This design comes from an exercise in tuning for small area on the open sky130 flow, not from production work. Function was checked by simulation only, so behaviour that the tests miss may differ from the original. Power is estimated from default activity; no workload was simulated.

**config.mk**
```make
export PLATFORM = sky130hd
export DESIGN_NAME = lcd_axi
export DESIGN_NICKNAME = lcd_axi
export VERILOG_FILES = /design/flow/design.v
export SDC_FILE = /design/flow/constraint.sdc
export NUM_CORES = 4
export LEC_CHECK = 0
export CAP_MARGIN = 20
export CORE_MARGIN = 2
export CORE_UTILIZATION = 60
export CTS_BUF_LIST = sky130_fd_sc_hd__clkbuf_16
export CTS_CLUSTER_DIAMETER = 80
export CTS_CLUSTER_SIZE = 30
export SLEW_MARGIN = 20
export SYNTH_MEMORY_MAX_BITS = 32768
```
**constraint.sdc**
```tcl
create_clock -name core_clock -period 8.0 [get_ports {clk}]
set_input_delay 1.6000 -clock core_clock [delete_from_list [all_inputs] [get_ports {clk}]]
set_output_delay 1.6000 -clock core_clock [all_outputs]
set_load 0.01 [all_outputs]
```
**design.v**
```verilog
module lcd_axi (
        input  logic        clk,
        input  logic        rst_n,
        input  logic [3:0]   s_arid,
        input  logic [31:0] s_araddr,
        input  logic         s_arvalid,
        output logic         s_arready,
        output logic [3:0]   s_rid,
        output logic [31:0]  s_rdata,
        output logic [1:0] s_rresp,
        output logic         s_rlast,
        output logic         s_rvalid,
        input  logic         s_rready,
        input  logic [31:0] s_awaddr,
        input  logic         s_awvalid,
        output logic         s_awready,
        input  logic [31:0]  s_wdata,
        input  logic [3:0]   s_wstrb,
        input  logic         s_wlast,
        input  logic         s_wvalid,
        output logic         s_wready,
        output logic [3:0]   s_bid,
        output logic [1:0] s_bresp,
        output logic         s_bvalid,
        input  logic         s_bready,
        input  logic         cpu_work,
        input  logic         cpu_draw,
        input  logic [31:0]  touch_reg,
        output logic         lcd_rst,
        output logic         lcd_cs,
        output logic         lcd_rs,
        output logic         lcd_wr,
        output logic         lcd_rd,
        output logic [15:0]  lcd_data_o,
        output logic         lcd_data_oe,
        output logic         lcd_bl_ctr
    );
    function automatic logic [31:0] inc32(input logic [31:0] a, input logic cin);
        logic c;
        c = cin;
        for (integer i = 0; i < 32; i++) begin
            inc32[i] = a[i] ^ c;
            c = c & a[i];
        end
    endfunction
    function automatic logic [18:0] inc19(input logic [18:0] a, input logic cin);
        logic c;
        c = cin;
        for (integer i = 0; i < 19; i++) begin
            inc19[i] = a[i] ^ c;
            c = c & a[i];
        end
    endfunction
    function automatic logic lt32(input logic [31:0] a, input logic [31:0] b);
        logic l;
        l = 1'b0;
        for (integer i = 0; i < 32; i++)
            l = (~a[i] & b[i]) | (~a[i] & l) | (b[i] & l);
        lt32 = l;
    endfunction
    logic srst;                  
    assign srst = ~rst_n | ~cpu_work;
    logic        r_data;         
    logic        rv;             
    logic [3:0]  rid_q;
    logic [31:0] rdata_q;
    logic        ra_lcd, ra_touch;
    always_ff @(posedge clk) begin
        if (~rst_n) begin
            r_data   <= 1'b0;
            rv       <= 1'b0;
            rid_q    <= 4'd0;
            rdata_q  <= 32'd0;
        end
        else if (~r_data) begin
            rdata_q <= 32'd0;
            rv      <= 1'b0;
            if (s_arvalid) begin
                r_data   <= 1'b1;
                rid_q    <= s_arid;
            end
        end
        else if (rv & s_rready) begin
            r_data   <= 1'b0;
            rv       <= 1'b0;
            rid_q    <= 4'd0;
            rdata_q  <= 32'd0;
        end
        else begin
            rv      <= 1'b1;
            rdata_q <= ({32{ra_lcd}} & touch_reg) | {32{ra_touch}};
        end
    end
    always_ff @(posedge clk) begin
        if (~r_data) begin
            ra_lcd   <= (s_araddr == 32'h1fd0c000);
            ra_touch <= (s_araddr == 32'h1fd0c004);
        end
    end
    assign s_arready = ~(r_data & ~rv);
    assign s_rid     = rid_q;
    assign s_rdata   = rdata_q;
    assign s_rresp   = 2'b00;
    assign s_rlast   = rv;
    assign s_rvalid  = rv;
    localparam logic [1:0] W_IDLE = 2'd0, W_ADDR = 2'd1, W_DATA = 2'd2, W_RESP = 2'd3;
    logic [1:0] ws;
    logic       bv;
    logic       buffer_ok;
    always_ff @(posedge clk) begin
        if (~rst_n) begin
            ws <= W_IDLE;
            bv <= 1'b0;
        end
        else begin
            case (ws)
                W_IDLE: if (~buffer_ok) ws <= W_ADDR;
                W_ADDR: if (s_awvalid) ws <= W_DATA;
                W_DATA: if (s_wvalid & s_wlast) ws <= W_RESP;
                default: begin
                    if (bv & s_bready) begin
                        ws <= W_IDLE;
                        bv <= 1'b0;
                    end
                    else
                        bv <= 1'b1;
                end
            endcase
        end
    end
    assign s_awready = (ws == W_ADDR);
    assign s_wready  = (ws == W_DATA);
    assign s_bvalid  = bv;
    assign s_bid     = 4'd0;
    assign s_bresp   = 2'b00;
    localparam logic [2:0] B_IDLE0 = 3'd0,   
                           B_IDLE  = 3'd1,
                           B_GRAPH = 3'd2,
                           B_CHAR  = 3'd3,
                           B_DG    = 3'd4,   
                           B_DC    = 3'd5,   
                           B_DCC   = 3'd6,   
                           B_REF   = 3'd7;   
    logic [2:0] bst;
    logic [2:0] cnt;             
    logic [1:0] dt;              
    logic       enable;
    logic       refresh_ok;
    logic       char_write_ok;
    logic       char_rs;
    logic [31:0] gsize;          
    localparam logic [3:0] C_NONE = 4'd0, C_ID1 = 4'd1, C_ID2 = 4'd2, C_ID3 = 4'd3,
                           C_SCAN = 4'd4, C_WCOL = 4'd5, C_RCOL = 4'd6,
                           C_SC = 4'd8, C_EC = 4'd10, C_SP = 4'd12, C_EP = 4'd14;
    logic [18:0] fifo [0:5];
    logic [2:0]  h_cls;
    logic [15:0] h_dat;
    assign h_cls = fifo[0][18:16];
    assign h_dat = fifo[0][15:0];
    localparam logic [4:0] S_IDLE   = 5'b00000,
                           S_RID1   = 5'b00001,
                           S_RID2   = 5'b00010,
                           S_RID3   = 5'b00011,
                           S_SCAN_I = 5'b00100,
                           S_COL_I  = 5'b00101,
                           S_RCOL   = 5'b00110,
                           S_SCAN_D = 5'b01100,
                           S_COL_D  = 5'b01101,
                           S_REFR   = 5'b01001,
                           S_CHAR   = 5'b01010;
    logic [4:0] st, nst;
    logic       id_delay;
    logic       gs_sel;
    logic [31:0] draw_counter;
    logic       write_ok;
    assign write_ok = (st == S_IDLE);
    logic       if_busy;
    logic       if_wco;
    logic       mux_delay;
    localparam logic [1:0] X_IDLE = 2'd0, X_XY = 2'd1, X_OK = 2'd2;
    localparam logic [1:0] CS_IDLE = 2'd0, CS_GET = 2'd1, CS_WC = 2'd2;
    logic [1:0] cst;
    logic [1:0] xy;
    logic [4:0] cx;
    logic [5:0] cy;
    logic       str_end, cstart;
    logic       color_ok, write_str_end, char_work;
    localparam logic [1:0] R_IDLE = 2'd0, R_ADDR = 2'd1, R_DATA = 2'd2;
    logic [1:0]  rst_q;
    logic        rstart;
    logic [18:0] addra;
    logic        data_ok;
    assign data_ok = (rst_q == R_DATA);
    logic dispatch_ok;
    assign dispatch_ok = (dt == 2'd2);
    logic wr_acc;
    assign wr_acc = s_wvalid & (ws == W_DATA) & (s_wstrb == 4'hf);
    assign buffer_ok = (bst == B_IDLE0) | bst[2];
    logic [3:0] w_cls;
    always_comb begin
        case (s_wdata[31:24])
            8'hDA: w_cls = C_ID1;
            8'hDB: w_cls = C_ID2;
            8'hDC: w_cls = C_ID3;
            8'h36: w_cls = C_SCAN;
            8'h2A: w_cls = (s_wdata[23:16] == 8'h00) ? C_SC :
                           (s_wdata[23:16] == 8'h02) ? C_EC : C_NONE;
            8'h2B: w_cls = (s_wdata[23:16] == 8'h00) ? C_SP :
                           (s_wdata[23:16] == 8'h02) ? C_EP : C_NONE;
            8'h2C: w_cls = C_WCOL;
            8'h2E: w_cls = C_RCOL;
            default: w_cls = C_NONE;
        endcase
    end
    logic [18:0] w_ent;
    always_comb begin
        if (w_cls[3])
            w_ent = {1'b1, w_cls[2:1], s_wdata[15:0]};
        else if (w_cls == C_SCAN)
            w_ent = {3'b001, s_wdata[15:0]};
        else if (w_cls == C_WCOL)
            w_ent = {3'b010, s_wdata[15:0]};
        else
            w_ent = {3'b000, s_wdata[15:3], w_cls[2:0]};
    end
    logic fifo_shift;
    always_comb begin
        fifo_shift = 1'b0;
        case (bst)
            B_GRAPH: fifo_shift = wr_acc & (cnt != 3'd6);
            B_CHAR:  fifo_shift = wr_acc;
            B_DG:    fifo_shift = write_ok & dispatch_ok & ~(cnt[2] & cnt[1]) & (cnt != 3'd0);
            B_DC:    fifo_shift = write_ok & dispatch_ok & (~cnt[2] | (cnt[1:0] == 2'b00)) & (cnt != 3'd0);
            default: fifo_shift = 1'b0;
        endcase
    end
    always_ff @(posedge clk) begin
        if (fifo_shift) begin
            for (integer i = 0; i < 5; i++)
                fifo[i] <= fifo[i+1];
            fifo[5] <= w_ent;
        end
    end
    always_ff @(posedge clk) begin
        if ((bst == B_GRAPH) & wr_acc & (cnt == 3'd6))
            gsize <= s_wdata;
    end
    always_ff @(posedge clk) begin
        if (srst) begin
            bst           <= B_IDLE0;
            cnt           <= 3'd0;
            dt            <= 2'd2;
            enable        <= 1'b0;
            refresh_ok    <= 1'b0;
            char_write_ok <= 1'b0;
            char_rs       <= 1'b0;
        end
        else begin
            case (bst)
                B_IDLE0, B_IDLE: begin
                    cnt           <= 3'd0;
                    dt            <= 2'd2;
                    refresh_ok    <= 1'b0;
                    char_write_ok <= 1'b0;
                    char_rs       <= 1'b0;
                    enable        <= 1'b0;
                    bst           <= B_IDLE;
                    if (s_awvalid & (ws == W_ADDR)) begin
                        case (s_awaddr)
                            32'h1fd0c008: bst <= B_GRAPH;
                            32'h1fd0c00c: bst <= B_CHAR;
                            32'h1fd0c014: begin
                                bst    <= B_REF;
                                enable <= 1'b1;
                            end
                            default: bst <= B_IDLE;
                        endcase
                    end
                end
                B_GRAPH: begin
                    if (wr_acc) begin
                        cnt <= cnt + 3'd1;
                        if (cnt == 3'd6) begin
                            bst <= B_DG;
                            cnt <= 3'd0;
                        end
                    end
                end
                B_CHAR: begin
                    if (wr_acc) begin
                        cnt <= cnt + 3'd1;
                        if (cnt == 3'd5) begin
                            bst <= B_DC;
                            cnt <= 3'd0;
                        end
                    end
                end
                B_DC: begin
                    if (write_ok & dispatch_ok & (~cnt[2] | (cnt[1:0] == 2'b00))) begin
                        cnt <= cnt + 3'd1;
                        dt  <= 2'd0;
                    end
                    else if (~dispatch_ok)
                        dt <= dt + 2'd1;
                    else if (write_ok & (cnt == 3'd5)) begin
                        bst           <= B_DCC;
                        char_rs       <= 1'b0;
                        cnt           <= 3'd0;
                        dt            <= 2'd0;
                        char_write_ok <= 1'b0;
                    end
                end
                B_DCC: begin
                    if (color_ok) begin
                        char_write_ok <= 1'b0;
                        dt            <= 2'd0;
                        char_rs       <= 1'b1;
                    end
                    else if (~dispatch_ok)
                        dt <= dt + 2'd1;
                    else if (write_str_end) begin
                        bst           <= B_IDLE;
                        cnt           <= 3'd0;
                        dt            <= 2'd2;
                        char_rs       <= 1'b0;
                        char_write_ok <= 1'b0;
                    end
                    else if (write_ok)
                        char_write_ok <= 1'b1;
                end
                B_DG: begin
                    if (write_ok & dispatch_ok & ~(cnt[2] & cnt[1])) begin
                        cnt <= cnt + 3'd1;
                        dt  <= 2'd0;
                    end
                    else if (~dispatch_ok)
                        dt <= dt + 2'd1;
                    else if (write_ok & (cnt == 3'd6)) begin
                        bst        <= B_IDLE;
                        cnt        <= 3'd0;
                        dt         <= 2'd2;
                        enable     <= 1'b0;
                        refresh_ok <= 1'b0;
                    end
                end
                default: begin  
                    if (data_ok) begin
                        enable     <= 1'b0;
                        dt         <= 2'd0;
                        refresh_ok <= (addra == 19'd384018);
                    end
                    else if (~dispatch_ok)
                        dt <= dt + 2'd1;
                    else if (write_ok) begin
                        if (refresh_ok) begin
                            bst           <= B_IDLE;
                            cnt           <= 3'd0;
                            dt            <= 2'd2;
                            enable        <= 1'b0;
                            refresh_ok    <= 1'b0;
                            char_write_ok <= 1'b0;
                            char_rs       <= 1'b0;
                        end
                        else
                            enable <= 1'b1;
                    end
                end
            endcase
        end
    end
    logic write_lcd, wl_refresh, wl_char;
    assign write_lcd  = (dt == 2'd1);
    assign wl_refresh = write_lcd & (bst == B_REF);
    assign wl_char    = write_lcd & (bst == B_DCC);
    assign char_work  = (bst == B_DCC) & (dt == 2'd0) & ~char_rs;
    logic busy_o;
    assign busy_o = cpu_draw ? (mux_delay | if_busy) : 1'b1;
    logic hold;
    assign hold = busy_o | id_delay;
    always_comb begin
        nst = S_IDLE;
        if (st[4]) begin
            if (hold)
                nst = st;
            else if (st[1:0] == 2'b11)
                nst = S_IDLE;
            else
                nst = {st[4:2], st[1:0] + 2'b01};
        end
        else begin
            case (st)
                S_IDLE: begin
                    if (write_lcd) begin
                        if (wl_refresh)
                            nst = S_REFR;
                        else if (wl_char)
                            nst = S_CHAR;
                        else if (h_cls[2])
                            nst = {1'b1, h_cls[1:0], 2'b00};
                        else if (h_cls[0])
                            nst = S_SCAN_I;
                        else if (h_cls[1])
                            nst = S_COL_I;
                        else
                            nst = {2'b00, h_dat[2:0]};
                    end
                end
                S_SCAN_I: nst = hold ? S_SCAN_I : S_SCAN_D;
                S_COL_I:  nst = hold ? S_COL_I : S_COL_D;
                S_COL_D:  nst = (hold | (gs_sel & lt32(draw_counter, gsize))) ? S_COL_D : S_IDLE;
                default:  nst = hold ? st : S_IDLE;
            endcase
        end
    end
    always_ff @(posedge clk) begin
        if (srst)
            st <= S_IDLE;
        else
            st <= nst;
    end
    always_ff @(posedge clk) begin
        begin
            id_delay <= (st != nst);
            if (dt == 2'd0)
                gs_sel <= (bst == B_DG);
            draw_counter <= {32{st == S_COL_D}} &
                            inc32(draw_counter, if_wco & cpu_draw);
        end
    end
    logic pix;
    logic x13, x12_13, x11_13, x10_13, x9_13, x5_13, x5_18, y10_30;
    always_comb begin
        x13    = (cx == 5'd13);
        x12_13 = x13 | (cx == 5'd12);
        x11_13 = x12_13 | (cx == 5'd11);
        x10_13 = x11_13 | (cx == 5'd10);
        x9_13  = x10_13 | (cx == 5'd9);
        x5_13  = x9_13 | (cx == 5'd5) | (cx == 5'd6) | (cx == 5'd7) | (cx == 5'd8);
        x5_18  = x5_13 | (cx == 5'd14) | (cx == 5'd15) | (cx == 5'd16) | (cx == 5'd17) |
                 (cx == 5'd18);
        y10_30 = 1'b0;
        for (integer k = 10; k <= 30; k++)
            y10_30 = y10_30 | (cy == k[5:0]);
        pix = ((cy == 6'd6) & x13) | ((cy == 6'd7) & x12_13) | ((cy == 6'd8) & x9_13) |
              ((cy == 6'd9) & x5_13) | (y10_30 & x11_13) | ((cy == 6'd31) & x10_13) |
              ((cy == 6'd32) & x5_18);
    end
    logic        r_white;
    logic [15:0] r_rom;
    logic [15:0] rpix;
    logic        rrs;
    assign r_white = ~rstart | (|addra[18:5]) | (addra[4] & (addra[3] | addra[2] | (addra[1] & addra[0])));
    logic [4:0] ra;
    logic [7:0] r_hi, r_lo_e, r_lo_o;
    assign ra = addra[4:0];
    logic [3:0] rh;
    assign rh     = ra[4:1];
    assign r_hi   = (rh == 4'd0) ? 8'h36 :
                    ((rh == 4'd1) | (rh == 4'd2) | (rh == 4'd3) | (rh == 4'd4)) ? 8'h2a :
                    (rh == 4'd9) ? 8'h2c : 8'h2b;
    assign r_lo_e = ((rh == 4'd0) | (rh == 4'd9)) ? 8'h00 : {6'd0, ~(rh[1] ^ rh[0]), ~rh[0]};
    assign r_lo_o = (ra == 5'd7) ? 8'h01 : (ra == 5'd9) ? 8'hdf : (ra == 5'd15) ? 8'h03 :
                    (ra == 5'd17) ? 8'h1f : 8'h00;
    assign r_rom  = ra[0] ? {8'h00, r_lo_o} : {r_hi, r_lo_e};
    assign rpix = r_white ? 16'hffff : r_rom;
    assign rrs  = r_white | addra[0];
    logic        id_we, id_wr, id_rs, id_fm;
    logic [15:0] id_data;
    logic s_full, s_d1, s_d2, s_ref, s_chr, s_pix;
    logic [7:0] c_hi, c_lo;
    assign s_full = (st[4:1] == 4'b0110);             
    assign s_d1   = st[4] & st[0] & ~st[1];           
    assign s_d2   = st[4] & st[0] & st[1];            
    assign s_ref  = (st == S_REFR);
    assign s_chr  = (st == S_CHAR);
    assign s_pix  = s_chr & char_rs;
    always_comb begin
        c_hi = 8'h00;
        c_lo = 8'h00;
        if (st[4]) begin
            if (~st[0]) begin
                c_hi = {7'b0010101, st[3]};
                c_lo = {6'b000000, st[2], st[1]};
            end
        end
        else begin
            case (st)
                S_RID1:   c_hi = 8'hda;
                S_RID2:   c_hi = 8'hdb;
                S_RID3:   c_hi = 8'hdc;
                S_SCAN_I: c_hi = 8'h36;
                S_COL_I:  c_hi = 8'h2c;
                S_RCOL:   c_hi = 8'h2e;
                S_CHAR:   c_hi = char_rs ? 8'h00 : 8'h2c;
                default:  c_hi = 8'h00;
            endcase
        end
    end
    assign id_data[15:8] = ({8{s_full}} & h_dat[15:8]) | ({8{s_ref}} & rpix[15:8]) |
                           ({8{s_pix}} & {8{~pix}}) | c_hi;
    assign id_data[7:0]  = ({8{s_full | s_d2}} & h_dat[7:0]) | ({8{s_d1}} & h_dat[15:8]) |
                           ({8{s_ref}} & rpix[7:0]) | ({8{s_pix}} & {8{~pix}}) | c_lo;
    assign id_we = (st != S_IDLE);
    assign id_wr = ~((st[4:2] == 3'b000) | (st == S_RCOL));
    assign id_fm = (st == S_RCOL);
    assign id_rs = (st[4] & st[0]) | s_full | (s_ref & rrs) | s_pix;
    always_ff @(posedge clk) begin
        if (srst)
            mux_delay <= 1'b1;
        else if (cpu_draw)
            mux_delay <= 1'b0;
    end
    logic        m_we, m_wr, m_rs, m_fm;
    logic [15:0] m_data;
    assign m_we   = cpu_draw & id_we;
    assign m_wr   = cpu_draw & id_wr;
    assign m_rs   = cpu_draw & id_rs;
    assign m_fm   = cpu_draw & id_fm;
    assign m_data = id_data;     
    logic       i_wd, i_sw, i_wr, i_sr, i_rd, i_idle;
    logic       n_wd, n_sw, n_wr, n_sr, n_rd, n_idle;
    logic       fm_q;
    logic [3:0] tc;
    logic       rnum2;
    logic [1:0] rc;
    logic       irs;
    logic [15:0] idata;
    logic [3:0] if_dt;
    logic       tc_hit, rc_eq;
    always_ff @(posedge clk) begin
        if (~rst_n)
            lcd_bl_ctr <= 1'b0;
        else
            lcd_bl_ctr <= 1'b1;
    end
    assign lcd_rst = rst_n;
    assign i_idle = ~(i_wd | i_sw | i_wr | i_sr | i_rd);
    assign if_dt  = i_sr ? (fm_q ? 4'd8 : 4'd3) : (fm_q ? 4'd13 : 4'd5);
    assign tc_hit = (tc == if_dt);
    assign rc_eq  = (rc == {rnum2, ~rnum2});
    assign n_wd   = i_idle & m_we;
    assign n_sw   = i_wd;
    assign n_wr   = i_sw;
    assign n_sr   = (i_wr & ~m_wr) | (i_sr & ~tc_hit) | (i_rd & tc_hit & ~rc_eq);
    assign n_rd   = (i_sr & tc_hit) | (i_rd & ~tc_hit);
    assign n_idle = (i_idle & ~m_we) | (i_wr & m_wr) | (i_rd & tc_hit & rc_eq);
    always_ff @(posedge clk) begin
        if (~rst_n) begin
            i_wd    <= 1'b0;
            i_sw    <= 1'b0;
            i_wr    <= 1'b0;
            i_sr    <= 1'b0;
            i_rd    <= 1'b0;
            irs     <= 1'b0;
            idata   <= 16'h0000;
            if_busy <= 1'b0;
        end
        else begin
            i_wd <= n_wd;
            i_sw <= n_sw;
            i_wr <= n_wr;
            i_sr <= n_sr;
            i_rd <= n_rd;
            if (n_wd) begin
                irs   <= m_rs;
                idata <= m_data;
            end
            else if (n_sr | n_rd) begin
                irs   <= 1'b1;
                idata <= 16'h0000;
            end
            else if (n_idle) begin
                irs   <= 1'b0;
                idata <= 16'h0000;
            end
            if_busy <= ~n_idle & ~(i_sw & m_wr);
        end
    end
    always_ff @(posedge clk) begin
        fm_q <= m_fm;
        if (i_sr | i_rd)
            tc <= tc_hit ? 4'd0 : (tc == 4'd15) ? tc : tc + 4'd1;
        else
            tc <= 4'd0;
        if (n_sr)
            rnum2 <= cpu_draw & id_fm;
        if (n_rd) begin
            if (i_sr & (rc != 2'd3))
                rc <= rc + 2'd1;
        end
        else if (~n_sr)
            rc <= 2'd0;
    end
    assign if_wco      = i_sw;
    assign lcd_cs      = i_idle;
    assign lcd_rs      = irs;
    assign lcd_wr      = ~i_sw;
    assign lcd_rd      = ~i_sr;
    assign lcd_data_o  = idata;
    assign lcd_data_oe = i_wd | i_sw | i_wr;
    logic       get_done;
    assign get_done = (cy == 6'd5) & (cx == 5'd0);
    assign color_ok      = (xy == X_OK) & (cst == CS_WC);
    assign write_str_end = (xy == X_OK) & (cst == CS_IDLE);
    always_ff @(posedge clk) begin
        if (~rst_n)
            cst <= CS_IDLE;
        else begin
            case (cst)
                CS_IDLE: if (char_work) cst <= CS_GET;
                CS_GET:  if (get_done) cst <= CS_WC;
                CS_WC:   if (str_end) cst <= CS_IDLE;
                default: cst <= CS_IDLE;
            endcase
        end
    end
    always_ff @(posedge clk) begin
        begin
            if (cst == CS_WC) begin
                case (xy)
                    X_IDLE: begin
                        if (char_write_ok & ~cstart) begin
                            cx      <= 5'd0;
                            cy      <= 6'd0;
                            str_end <= 1'b0;
                            xy      <= X_XY;
                            cstart  <= 1'b1;
                        end
                        else if (char_write_ok) begin
                            if (cx != 5'd23)
                                cx <= cx + 5'd1;
                            else if (cy != 6'd39) begin
                                cx <= 5'd0;
                                cy <= cy + 6'd1;
                            end
                            else begin
                                cx      <= 5'd0;
                                cy      <= 6'd0;
                                str_end <= 1'b1;
                            end
                            xy <= X_XY;
                        end
                    end
                    X_XY: xy <= X_OK;
                    X_OK: xy <= X_IDLE;
                    default: begin
                        cstart  <= 1'b0;
                        cx      <= 5'd0;
                        cy      <= 6'd0;
                        xy      <= X_IDLE;
                        str_end <= 1'b0;
                    end
                endcase
            end
            else begin
                xy      <= X_IDLE;
                str_end <= 1'b0;
                cstart  <= 1'b0;
                if ((cst == CS_GET) & ~get_done) begin
                    if (cx != 5'd23)
                        cx <= cx + 5'd1;
                    else begin
                        cx <= 5'd0;
                        cy <= cy + 6'd1;
                    end
                end
                else begin
                    cx <= 5'd0;
                    cy <= 6'd0;
                end
            end
        end
    end
    always_ff @(posedge clk) begin
        if (~rst_n) begin
            rst_q  <= R_IDLE;
            rstart <= 1'b0;
            addra  <= 19'd0;
        end
        else begin
            case (rst_q)
                R_IDLE: begin
                    if (enable) begin
                        rst_q  <= R_ADDR;
                        rstart <= 1'b1;
                    end
                    addra <= inc19(addra, enable & rstart);
                end
                R_ADDR: rst_q <= R_DATA;
                default: begin
                    rst_q <= R_IDLE;
                    if (addra == 19'd384018) begin
                        addra  <= 19'd0;
                        rstart <= 1'b0;
                    end
                end
            endcase
        end
    end
endmodule
```
**flow/run.sh**
```bash
#!/bin/bash
# The standard layout (standard.sh, unchanged synthesis and steps), with
# one change: the port buffers that global placement inserts on every input
# and output are made from the smallest buffer cell (buf_1) instead of the
# cell buffer_ports picks by default.
export BUFFER_PORTS_ARGS="-buffer_cell sky130_fd_sc_hd__buf_1"
bash standard.sh > standard_flow.log 2>&1
status=$?
# keep each tool's full output next to the flow log
cp -r orfs/logs ./tool_logs 2>/dev/null
exit $status
```
**standard.sh**
```bash
#!/bin/bash
# synth_recipe.tcl (not shown) runs the flow's synth.tcl, then flattens the netlist and writes it again
# the make line also repeats each setting of config.mk as NAME=value (left out here)
make -C /OpenROAD-flow-scripts/flow DESIGN_CONFIG=/design/flow/config.mk WORK_HOME=/design/flow/orfs CLKGATE_MAP_FILE= SYNTH_SCRIPT=/design/flow/synth_recipe.tcl "${@:-finish}"
```
==> impl_summary.log, run 1 <==
[metrics] number of distinct standard cells referenced by the synthesized netlist: 84
[metrics] Post CTS Setup Buffer Count: 0
[metrics] origin of the critical flop-to-flop path: i_sw$_SDFF_PN0_
[metrics] number of buffers inserted for hold repair after clock tree synthesis: 0
[metrics] Clock Sink Count: 312
[metrics] LEAKAGE: 0.00568 uW
[metrics] global route total overflow: 0
[metrics] logic depth of the worst setup path including buffers: 35
[metrics] CTS H-tree depth: 1
[metrics] post-detailed-route DRC marker count: 0
[metrics] number of global-route vias before repair: 9051
[metrics] CTS resizes: 0
[metrics] ratio of routed vias to standard cells: 5.70
[metrics] flip-flop cell with the highest count after synthesis: sky130_fd_sc_hd__edfxtp_1
[metrics] critical path type: in -> reg
[metrics] Placed Cells: 1677
[metrics] overall routing resource usage: 0.228
[metrics] worst-path cell with the longest stage delay: sky130_fd_sc_hd__ha_1
[metrics] commonest non-fill, non-tap cells in the layout: 210 x sky130_fd_sc_hd__buf_1, 163 x sky130_fd_sc_hd__edfxtp_1, 149 x sky130_fd_sc_hd__dfxtp_1
[metrics] number of antenna violations at the first check in global routing: 0
[metrics] floorplan die area: 24100 um^2
[metrics] number of top-level pins: 219
[metrics] Mapped Area: 13700 um^2
[metrics] worst voltage drop across the vdd grid: 0.185 mV
[metrics] root buffer cell: sky130_fd_sc_hd__clkbuf_16
[metrics] Port-buffer cells: 210
[metrics] maximum number of pins on one net before global-route repair: 91
[metrics] number of synthesized flops with an enable pin: 163
[metrics] GPL Wtd Cong: 0.942
[metrics] final instance count without filler cells: 1706
[metrics] transition time of the tightest slew-check pin: 1.05 ns
[metrics] Synth top area share: 0.356
[metrics] total number of vias: 9723
[metrics] final hold violation count: 0
[metrics] clock transition time at the flip-flop clock pins of the worst setup and hold paths: 0.11 ns
[metrics] final setup vio count: 0
[metrics] diodes inserted: 0
[metrics] Final #Nets: 1640
[metrics] setup repair after global routing missed its margin: false
[metrics] worst-case clock skew: 0.0192 ns
[metrics] estimated wirelength of the detail-placed design: 20500 um
[metrics] First DRT Iteration DRCs: 774
[metrics] sequential-to-total area share from yosys stat: 0.574
[metrics] library cell appearing most often on the critical path: sky130_fd_sc_hd__ha_1
[metrics] CP Capture Type: register
[metrics] Starting Density: 0.608
[metrics] cells after synthesis: 1224
[metrics] r2r endpoint: draw_counter[30]$_DFF_P_
[metrics] Routed WL: 28200 um
[metrics] terminating pin of the worst hold path: fifo[1][2]$_DFFE_PP_
[metrics] site row count: 55
[metrics] start point of the worst min-delay path: fifo[2][2]$_DFFE_PP_
[metrics] hold depth: 0
[metrics] largest cells by area after synthesis: sky130_fd_sc_hd__edfxtp_1 36%, sky130_fd_sc_hd__dfxtp_1 22%, sky130_fd_sc_hd__ha_1 7.6%, sky130_fd_sc_hd__nor2_1 3.3%, sky130_fd_sc_hd__a21oi_1 2.8%
[metrics] wire length per cell: 16.6 um
[metrics] element type at the critical path start: input pin
[metrics] Die Width: 155 um
[metrics] final-layout fill cell count: 1786
[metrics] worst reg-to-reg setup slack: 1.64 ns
[metrics] setup tns final: 0 ns
[metrics] total buffers and inverters traversed by the critical path: 2
[metrics] largest fanout of any net on the critical path: 5
[metrics] most common cell after layout, fill and taps aside: sky130_fd_sc_hd__buf_1
[metrics] Synth Register Bits: 312
[metrics] family with the most delay on the worst path: adder cells
[metrics] Synth Warn #: 2
[metrics] final non-filler cell area: 15300 um^2
[metrics] highest clock frequency the design can meet: 137 MHz
[metrics] Longest Clk Path Bufs: 3
[metrics] number of max-slew violations in the final report: 0
[metrics] share of cells above drive strength 1: 0.0415
[metrics] worst endpoint required time: 8.41 ns
[metrics] run status: complete, no violations
[metrics] post-route fraction of the period consumed by the critical path: 0.913
[metrics] leading area contributor after synthesis: sky130_fd_sc_hd__edfxtp_1
[metrics] largest stage delay on the critical path: 0.27 ns
[metrics] arrival time reported for the critical path endpoint: 7.71 ns
[metrics] number of violations of the max-capacitance limit: 0
[metrics] ratio of total power to cell area: 181 nW/um^2
[metrics] clock network latency to the later pin of the worst-skew pair: 0.50 ns
[metrics] first-pass GRT wire length: 45000 um
[metrics] remaining antenna violation count after routing: 0
[metrics] core area: 22600 um^2
[metrics] number of search-and-repair iterations in the first detailed-routing pass: 5
[metrics] die span in y: 155 um
[metrics] type of the worst min-delay path: reg -> reg
[metrics] TritonCTS Buffers: 16
[metrics] path depth of the worst reg2reg path: 34
[metrics] slew margin rel.: 0.300
[metrics] time the worst path needs with I/O delays and setup: 7.30 ns
[metrics] area growth from synthesis to final layout: 11.1%
[metrics] fraction of synthesis flops using an asynchronous set or reset pin: 0
[metrics] CTS tree: yes
[metrics] cell area after placement: 14700 um^2
[metrics] post-synthesis area per instance: 11.2 um^2
-- metrics by stage --
step | power (uW) | worst slack [ns] | utilization | hold WS (ns)
2_1_floorplan | 1800 | 0.626 | - | 0.400
3_3_place_gp | 1850 | 0.205 | 0.651 | 0.400
3_5_place_dp | 1850 | 0.124 | 0.651 | 0.405
4_1_cts | 2780 | 0.633 | 0.675 | 0.426
5_1_grt | 2860 | 0.368 | 0.676 | 0.432
6_report | 2760 | 0.696 | 0.676 | 0.425
-- registers in the layout, summed over array words and instances (netlist names), 4 cells and up --
register / count
fifo: 114
draw_counter: 32
gsize: 32
rdata_q: 32
addra: 19
idata: 16
cy: 6
cx: 5
st: 5
rid_q: 4
tc: 4
-- final cells by class --
class / instances / area [um^2] / area share
Sequential cell: 312 / 7880 / 0.516
Timing Repair Buffer: 215 / 846 / 0.0554
Clock buffer: 17 / 425 / 0.0279
Multi-Input combinational cell: 798 / 5390 / 0.353
Clock inverter: 11 / 109 / 0.00714
Inverter: 68 / 255 / 0.0167
Tap cell: 285 / 357 / 0.0234
-- cell usage after synthesis, drive strengths merged (4+ instances only) --
master	count
a211o	4
nand3	19
nand3b	6
mux2i	6
nand2	70
o2bb2ai	10
a221oi	10
xor2	5
o31ai	6
or2	5
xnor2	10
inv	67
nand4b	6
nand4	15
or4	7
ha	83
nor2	123
a31oi	15
clkbuf	32
a21o	7
o211ai	8
dfxtp	149
nor2b	24
o21ai	36
nor3	19
and2	45
nor4	12
a21oi	79
o22ai	9
and3	11
a22oi	12
a41oi	4
buf	21
maj3	9
nor4b	7
a22o	29
nand2b	26
edfxtp	163
-- worst max-delay path by stage --
| stage | startpoint | end | slack, ns |
|---|---|---|---|
| 3_5_place_dp | cpu_draw | draw_counter[30]$_DFF_P_ | 0.12 |
| 4_1_cts | cpu_draw | draw_counter[30]$_DFF_P_ | 0.63 |
| 2_1_floorplan | cpu_draw | draw_counter[30]$_DFF_P_ | 0.63 |
| 5_1_grt | cpu_draw | draw_counter[31]$_DFF_P_ | 0.37 |
| 6_report | cpu_draw | draw_counter[30]$_DFF_P_ | 0.70 |
| 3_3_place_gp | cpu_draw | draw_counter[30]$_DFF_P_ | 0.21 |
-- power by group --
part | leakage, uW | internal (uW) | switching (uW) | total (uW)
sequential | 0.00271 | 1680 | 17.5 | 1700
clock | 0.000270 | 414 | 531 | 945
combinational | 0.00271 | 49.7 | 66.2 | 116
total | 0.00568 | 2150 | 615 | 2760
-- cell families (layout without fill, tap and decap cells) --
logic type / after synthesis / after routing / share of synthesized area
multiplexers: 7 / 7 / 0.00519
AND/OR/NAND/NOR: 408 / 408 / 0.157
adder cells (fa/ha/maj): 92 / 92 / 0.0822
buffers and inverters: 121 / 311 / 0.0371
flip-flops: 312 / 312 / 0.574
AO/OA/AOI/OAI: 268 / 268 / 0.134
XOR/XNOR: 15 / 15 / 0.00957
other: 1 / 8 / 0.000273
-- routing by layer --
metal / up-vias / part of all wire / GRT usage
met5: - / 0 / 0
met4: 0 / 0.015 / 0.0433
met3: 32 / 0.043 / 0.0265
met2: 258 / 0.49 / 0.393
met1: 4612 / 0.45 / 0.317
li1: 4821 / - / -
==> run 2: changes to the inputs <==
--- a/design.v
+++ b/design.v
@@ -69,7 +69,6 @@
         if (~rst_n) begin
             r_data   <= 1'b0;
             rv       <= 1'b0;
-            rid_q    <= 4'd0;
             rdata_q  <= 32'd0;
         end
         else if (~r_data) begin
@@ -77,13 +76,11 @@
             rv      <= 1'b0;
             if (s_arvalid) begin
                 r_data   <= 1'b1;
-                rid_q    <= s_arid;
             end
         end
         else if (rv & s_rready) begin
             r_data   <= 1'b0;
             rv       <= 1'b0;
-            rid_q    <= 4'd0;
             rdata_q  <= 32'd0;
         end
         else begin
@@ -95,10 +92,11 @@
         if (~r_data) begin
             ra_lcd   <= (s_araddr == 32'h1fd0c000);
             ra_touch <= (s_araddr == 32'h1fd0c004);
+            rid_q    <= s_arid;
         end
     end
     assign s_arready = ~(r_data & ~rv);
-    assign s_rid     = rid_q;
+    assign s_rid     = rid_q & {4{r_data}};
     assign s_rdata   = rdata_q;
     assign s_rresp   = 2'b00;
     assign s_rlast   = rv;
--- a/config.mk
+++ b/config.mk
@@ -9,7 +9,7 @@
 export CORE_MARGIN = 2
 export CORE_UTILIZATION = 60
 export CTS_BUF_LIST = sky130_fd_sc_hd__clkbuf_16
-export CTS_CLUSTER_DIAMETER = 80
-export CTS_CLUSTER_SIZE = 30
+export CTS_CLUSTER_DIAMETER = 70
+export CTS_CLUSTER_SIZE = 24
 export SLEW_MARGIN = 20
 export SYNTH_MEMORY_MAX_BITS = 32768
==> run 2 against run 1 <==
- routed wire length decreased by 4.2%
- first-iteration DRC count decreased by 15%
- final cell count increased by 1.3%
- combinational power increased by 5%
- worst setup slack got worse by 0.070 ns
- synthesized cell count increased by 0.82%
- hold slack got worse by 0.0058 ns
- clock skew decreased by 0.0042 ns
- total power increased by 1.1%
- cell area increased by 0.25%
- sequential cell count unchanged
- clock power increased by 2%
==> impl_summary.log, run 2 <==
[metrics] Die Width: 155 um (about the same)
[metrics] Port-buffer cells: 210 (unchanged)
[metrics] highest clock frequency the design can meet: 136 MHz (-0.95%)
[metrics] cells after synthesis: 1234 (+0.82%)
[metrics] final setup vio count: 0 (unchanged)
[metrics] floorplan die area: 24100 um^2 (-0.19%)
[metrics] top cells by instance count after synthesis: 167 x sky130_fd_sc_hd__edfxtp_1, 145 x sky130_fd_sc_hd__dfxtp_1, 124 x sky130_fd_sc_hd__nor2_1
[metrics] overall power of the completed layout: 2790 uW (+1.1%)
[metrics] commonest non-fill, non-tap cells in the layout: 210 x sky130_fd_sc_hd__buf_1, 167 x sky130_fd_sc_hd__edfxtp_1, 145 x sky130_fd_sc_hd__dfxtp_1
[metrics] post-synthesis area per instance: 11.1 um^2 (-1.0%)
[metrics] start point of the worst min-delay path: fifo[4][8]$_DFFE_PP_
[metrics] worst endpoint required time: 8.41 ns (about the same)
[metrics] clock transition time at the flip-flop clock pins of the worst setup and hold paths: 0.09 ns (-0.02 ns)
[metrics] Starting Density: 0.609 (+0.000693)
[metrics] most common cell after layout, fill and taps aside: sky130_fd_sc_hd__buf_1
[metrics] first-pass GRT wire length: 44000 um (-2.3%)
[metrics] final hold violation count: 0 (unchanged)
[metrics] die span in y: 155 um (about the same)
[metrics] number of antenna violations at the first check in global routing: 0 (unchanged)
[metrics] largest cells by area after synthesis: sky130_fd_sc_hd__edfxtp_1 37%, sky130_fd_sc_hd__dfxtp_1 21%, sky130_fd_sc_hd__ha_1 7.6%, sky130_fd_sc_hd__nor2_1 3.4%, sky130_fd_sc_hd__a21oi_1 3.1%
[metrics] Synth top area share: 0.366 (+0.00945)
[metrics] First DRT Iteration DRCs: 656 (-15%)
[metrics] family with the most delay on the worst path: adder cells
[metrics] wire length per cell: 15.7 um (-5.5%)
[metrics] setup repair after global routing missed its margin: false
[metrics] share of cells above drive strength 1: 0.0360 (-0.00551)
[metrics] Mapped Area: 13700 um^2 (-0.19%)
[metrics] Clock Sink Count: 312 (unchanged)
[metrics] area growth from synthesis to final layout: 11.6%
[metrics] worst-path cell with the longest stage delay: sky130_fd_sc_hd__ha_1
[metrics] number of top-level pins: 219 (unchanged)
[metrics] global route total overflow: 0 (unchanged)
[metrics] GPL Wtd Cong: 0.916 (-2.8%)
[metrics] library cell appearing most often on the critical path: sky130_fd_sc_hd__ha_1
[metrics] ratio of routed vias to standard cells: 5.57 (-2.3%)
[metrics] number of distinct standard cells referenced by the synthesized netlist: 79 (-6.0%)
[metrics] CTS H-tree depth: 1 (unchanged)
[metrics] number of search-and-repair iterations in the first detailed-routing pass: 7 (+2)
[metrics] Routed WL: 27100 um (-4.2%)
[metrics] TritonCTS Buffers: 18 (+2)
[metrics] flip-flop count of the largest register after layout: 114 (unchanged)
[metrics] number of synthesized flops with an enable pin: 167 (+2.5%)
[metrics] leading area contributor after synthesis: sky130_fd_sc_hd__edfxtp_1
[metrics] post-route fraction of the period consumed by the critical path: 0.922 (+0.00873)
[metrics] slew margin rel.: 0.295 (-0.00436)
[metrics] most common cell in the netlist: sky130_fd_sc_hd__edfxtp_1
[metrics] Synth Register Bits: 312 (unchanged)
[metrics] diodes inserted: 0 (unchanged)
[metrics] CTS tree: yes
[metrics] run status: complete, no violations
[metrics] ratio of total power to cell area: 183 nW/um^2 (+0.86%)
[metrics] type of the worst min-delay path: reg -> reg
[metrics] LEAKAGE: 0.00567 uW (-0.23%)
[metrics] overall routing resource usage: 0.223 (-0.00539)
[metrics] clock network latency to the later pin of the worst-skew pair: 0.51 ns (about the same)
[metrics] element type at the critical path start: input pin
[metrics] flip-flop cell with the highest count after synthesis: sky130_fd_sc_hd__edfxtp_1
[metrics] worst voltage drop across the vdd grid: 0.215 mV (+16%)
[metrics] CP Launch Point: cpu_draw
[metrics] estimated wirelength of the detail-placed design: 19800 um (-3.5%)
[metrics] CP Capture Type: register
[metrics] post-detailed-route DRC marker count: 0 (unchanged)
[metrics] number of violations of the max-capacitance limit: 0 (unchanged)
[metrics] setup tns final: 0 ns (unchanged)
[metrics] CTS resizes: 0 (unchanged)
[metrics] root buffer cell: sky130_fd_sc_hd__clkbuf_16
[metrics] Final #Nets: 1661 (+1.3%)
[metrics] worst-case clock skew: 0.0151 ns (-0.00417 ns)
[metrics] number of buffers inserted for hold repair after clock tree synthesis: 0 (unchanged)
[metrics] most flop-heavy register: fifo
[metrics] sequential-to-total area share from yosys stat: 0.578 (+0.00402)
[metrics] site row count: 55 (unchanged)
[metrics] number of global-route vias before repair: 9002 (-0.54%)
[metrics] maximum number of pins on one net before global-route repair: 82 (-9.9%)
[metrics] largest fanout of any net on the critical path: 5 (unchanged)
[metrics] arrival time reported for the critical path endpoint: 7.79 ns (+0.08 ns)
[metrics] transition time of the tightest slew-check pin: 1.05 ns (-0.00312 ns)
[metrics] fraction of synthesis flops using an asynchronous set or reset pin: 0 (unchanged)
[metrics] remaining antenna violation count after routing: 0 (unchanged)
[metrics] total buffers and inverters traversed by the critical path: 2 (unchanged)
[metrics] core area: 22500 um^2 (-0.30%)
[metrics] Post CTS Setup Buffer Count: 0 (unchanged)
[metrics] time the worst path needs with I/O delays and setup: 7.37 ns (+0.0698 ns)
[metrics] total number of vias: 9629 (-0.97%)
[metrics] largest stage delay on the critical path: 0.27 ns (about the same)
[metrics] critical path type: in -> reg
[metrics] origin of the critical flop-to-flop path: i_sw$_SDFF_PN0_
[metrics] Synth Warn #: 2 (unchanged)
[metrics] Longest Clk Path Bufs: 3 (unchanged)
[metrics] number of max-slew violations in the final report: 0 (unchanged)
run 2: cell type report:
| type | instances | area, um^2 |
|---|---|---|
| well taps | 285 | 357 |
| clock buffers | 19 | 475 |
| flip-flops and latches | 312 | 7920 |
| inverters | 72 | 270 |
| multi-input cells | 812 | 5350 |
| fillers | 1742 | 7210 |
| clock inverters | 13 | 92.6 |
| repair buffers | 216 | 833 |
run 2: layer usage:
layer	part of all wire	track usage
met5	0	0
met3	0.047	0.0351
met4	0.029	0.0666
met1	0.45	0.309
met2	0.48	0.366
run 2: logic make-up after synthesis:
logic type,after synthesis,share of synthesized area
flops,312,0.578
mux,5,0.00383
other cells,1,0.000274
fa+ha+maj,90,0.0809
buf+inv,117,0.0357
simple gates,424,0.160
compound gates,272,0.133
xor+xnor,13,0.00831
run 2: report_power, final:
group	total, uW	internal [uW]	switching (uW)
registers	1710	1690	18.7
clock network	964	448	516
logic	122	52.2	69.6
run 2: path summary, 6_finish.rpt:
path	endpoint	slack, ns	depth (start not counted)
min reg2reg	fifo[3][8]$_DFFE_PP_	0.42	0
max	draw_counter[30]$_DFF_P_	0.63	35
min	fifo[3][8]$_DFFE_PP_	0.42	0
max reg2reg	draw_counter[30]$_DFF_P_	1.56	34
run 2: stage by stage:
step | instance area [um^2] | hold slack [ns] | utilization | std cells | worst slack (ns)
final | 15300 | 0.419 | 0.680 | 1729 | 0.626
after global routing | 15300 | 0.424 | 0.680 | 1729 | 0.300
after CTS | 15300 | 0.419 | 0.680 | 1729 | 0.601
after detailed placement | 14700 | 0.405 | 0.654 | 1697 | 0.0880
after global placement | 14700 | 0.400 | 0.654 | 1697 | 0.205
after floorplan | 13700 | 0.400 | - | 1241 | 0.442
run 2: worst register-to-register path, delay by kind of cell (launching register included):
kind	cells	cell delay [ns]
flip-flops	1	0.34
buffers and inverters	1	0.09
adder cells (fa/ha/maj)	31	5.69
AND/OR/NAND/NOR	2	0.22

==> re-timing with driven ports <==
The results above use ideal ports. As a check the final layouts listed here were re-extracted and re-timed, cells and wires unchanged. Step 1: set_driving_cell puts a clkbuf_16 on clk and a buf_2 on each other input, an assumption about the parent block. Step 2 also shifts input and output timing later by t, the mid clock arrival at the registers, as if the neighbouring blocks saw the same clock. a / b / c = no drivers / after step 1 / after step 2; a / b = the first two.
run	t (ns)	setup slack, ns	worst setup path after step 2	slew at the worst register clock pin (ns)
run 1	0.532	0.696 / 0.690 / 0.158	input to register	0.11 / 0.11
run 2	0.552	0.626 / 0.629 / 0.076	input to register	0.09 / 0.09
After both steps setup and hold are still met in every run listed. For run 2, which loses most, drivers alone change the setup slack by +0.003 ns; drivers and shift together by -0.550 ns.
